From an optimization exercise on the open Yosys and OpenROAD flow, aimed at small area, a short achievable clock period and few clock cycles; shortcuts taken in it are not production practice.

## 12-20
Design Cfu, start of the top module:
module Cfu (
  input               cmd_valid,
  output              cmd_ready,
  input      [9:0]    cmd_payload_function_id,
  input      [31:0]   cmd_payload_inputs_0,
  input      [31:0]   cmd_payload_inputs_1,
  output              rsp_valid,
  input               rsp_ready,
  output     [31:0]   rsp_payload_outputs_0,
  input               reset,
  input               clk
);
wire [2:0] opcode = cmd_payload_function_id[2:0];
wire ld_upper = opcode[1] & ~opcode[0];
reg         mode;
reg  [31:0] acc;
reg  [10:0] ups;       
reg         pending;   
reg         nib;       
wire hold = cmd_valid && opcode == 3'd2 && !mode && !nib;
wire go   = cmd_valid && !hold;
wire op0  = go && opcode == 3'd0;
wire op1  = go && opcode == 3'd1;
wire op2  = go && opcode == 3'd2;
wire op3  = go && opcode == 3'd3;
wire use_sum = op3 && !reset;
wire clr     = op1 || reset;
wire [10:0] psum;
Bitblade bitblade (
  .sel8(~mode & ~nib),
  .op3(use_sum),
  ...
For scale: ~1,000 cells after synthesis, roughly 46 flip-flops, about 0.010 mm^2 of cells after synthesis.
==> flow/config.mk <==
export PLATFORM = sky130hd
export DESIGN_NAME = Cfu
export DESIGN_NICKNAME = Cfu
export VERILOG_FILES = /design/flow/design.v
export SDC_FILE = /design/flow/constraint.sdc
export NUM_CORES = 4
export LEC_CHECK = 0
export CAP_MARGIN = 20
export CORE_MARGIN = 2
export CORE_UTILIZATION = 40
export SETUP_SLACK_MARGIN = 1.5
export SLEW_MARGIN = 20
export SYNTH_HIERARCHICAL = 1
export SYNTH_MINIMUM_KEEP_SIZE = 0
==> flow/constraint.sdc <==
create_clock -name core_clock -period 13.5 [get_ports {clk}]
set_input_delay 2.7000 -clock core_clock [delete_from_list [all_inputs] [get_ports {clk}]]
set_output_delay 2.7000 -clock core_clock [all_outputs]
set_load 0.01 [all_outputs]
standard.sh (not shown) runs the stock make flow with config.mk's settings and CLKGATE_MAP_FILE= SYNTH_SCRIPT=/design/flow/synth_recipe.tcl, a recipe that flattens the netlist after the stock synthesis.
==> flow/flow/run.sh <==
#!/bin/bash
# Standard layout, with the port buffers made from sky130_fd_sc_hd__buf_2 cells instead of
# the delay cells the flow picks by default.  make's output goes to
# standard.log; each tool's own log is under orfs/logs/.
set -euo pipefail
export BUFFER_PORTS_ARGS="-buffer_cell sky130_fd_sc_hd__buf_2"
bash standard.sh > standard.log 2>&1
The following lists how 01-04 was set up differently from 12-20:
diff --git a/flow/design.v b/flow/design.v
--- a/flow/design.v
+++ b/flow/design.v
@@ -1829,21 +1829,19 @@
 wire k1015;
 XNOR2 u1015 (.a(k928), .b(k995), .y(k1015));
 wire k1016;
 XNOR2 u1016 (.a(k931), .b(k996), .y(k1016));
 wire ck1017;
 assign ck1017 = k997;
 wire [18:0] lo = {k1016, k1015, k1014, k1013, k1012, k1011, k1010, k1009, k1008, k1007, k1006, k1005, k1004, k1003, k1002, k1001, k1000, k999, S998};
 wire [12:0] inc = acc[31:19] + 1'b1;
 wire [31:0] sum = {ck1017 ? inc : acc[31:19], lo};
-wire [12:0] hi1, hi0;
-HISEL #(.W(13)) uhi (.a(acc[31:19]), .op3(op3), .keep(keep), .h1(hi1), .h0(hi0));
-wire [31:0] rspv = {ck1017 ? hi1 : hi0, lo & {19{op3}} | acc[18:0] & {19{keep}}};
+wire [31:0] rspv = {(op3 & ck1017) ? inc : acc[31:19] & {13{keep | op3}}, lo & {19{op3}} | acc[18:0] & {19{keep}}};
 assign psum = sum[10:0];
 assign rsp = rspv;
 endmodule
 module Cfu (
   input               cmd_valid,
   output              cmd_ready,
   input      [9:0]    cmd_payload_function_id,
   input      [31:0]   cmd_payload_inputs_0,
   input      [31:0]   cmd_payload_inputs_1,
--- outcome ---
Between 12-20 and 01-04, critical path depth increased.
On buffer depth of the longest clock path, 12-20 tracks 01-04 almost exactly.
The synthesized-area fraction occupied by and/or/nand/nor cells on 12-20 is in line with that on 01-04.
Total detailed-routing wirelength down about 0.54% in 01-04 wrt 12-20
01-04 against 12-20: worst hold slack lost 0.015 ns, final area went down 280 um^2, synthesized-area fraction occupied by xor and xnor cells level.
No functional check of the RTL was part of any run of this note.

## port drivers added, routing unchanged
The results above use ideal ports. As a check the final layouts listed here were re-extracted and re-timed, cells and wires unchanged.
Step 1 assumes that a clkbuf_16 drives the clock port and a buf_2 every other input.
Step 2, shift: input delay + t, output delay - t, t = (earliest + latest rising clock arrival at the registers) / 2. This alone moves slack from input paths to output paths.
Three values: ideal ports, drivers, drivers and shift; two values: the first two.
run | t (ns) | setup WS [ns] | hold WS [ns]
12-20 | 0.326 | 2.134 / 2.111 / 2.111 | 0.468 / 0.468 / 0.468
01-04 | 0.319 | 1.867 / 1.843 / 1.843 | 0.453 / 0.453 / 0.453
After both steps every run listed still meets setup and hold. For 01-04, which loses most, drivers alone change the setup slack by -0.024 ns; drivers and shift together by -0.024 ns.
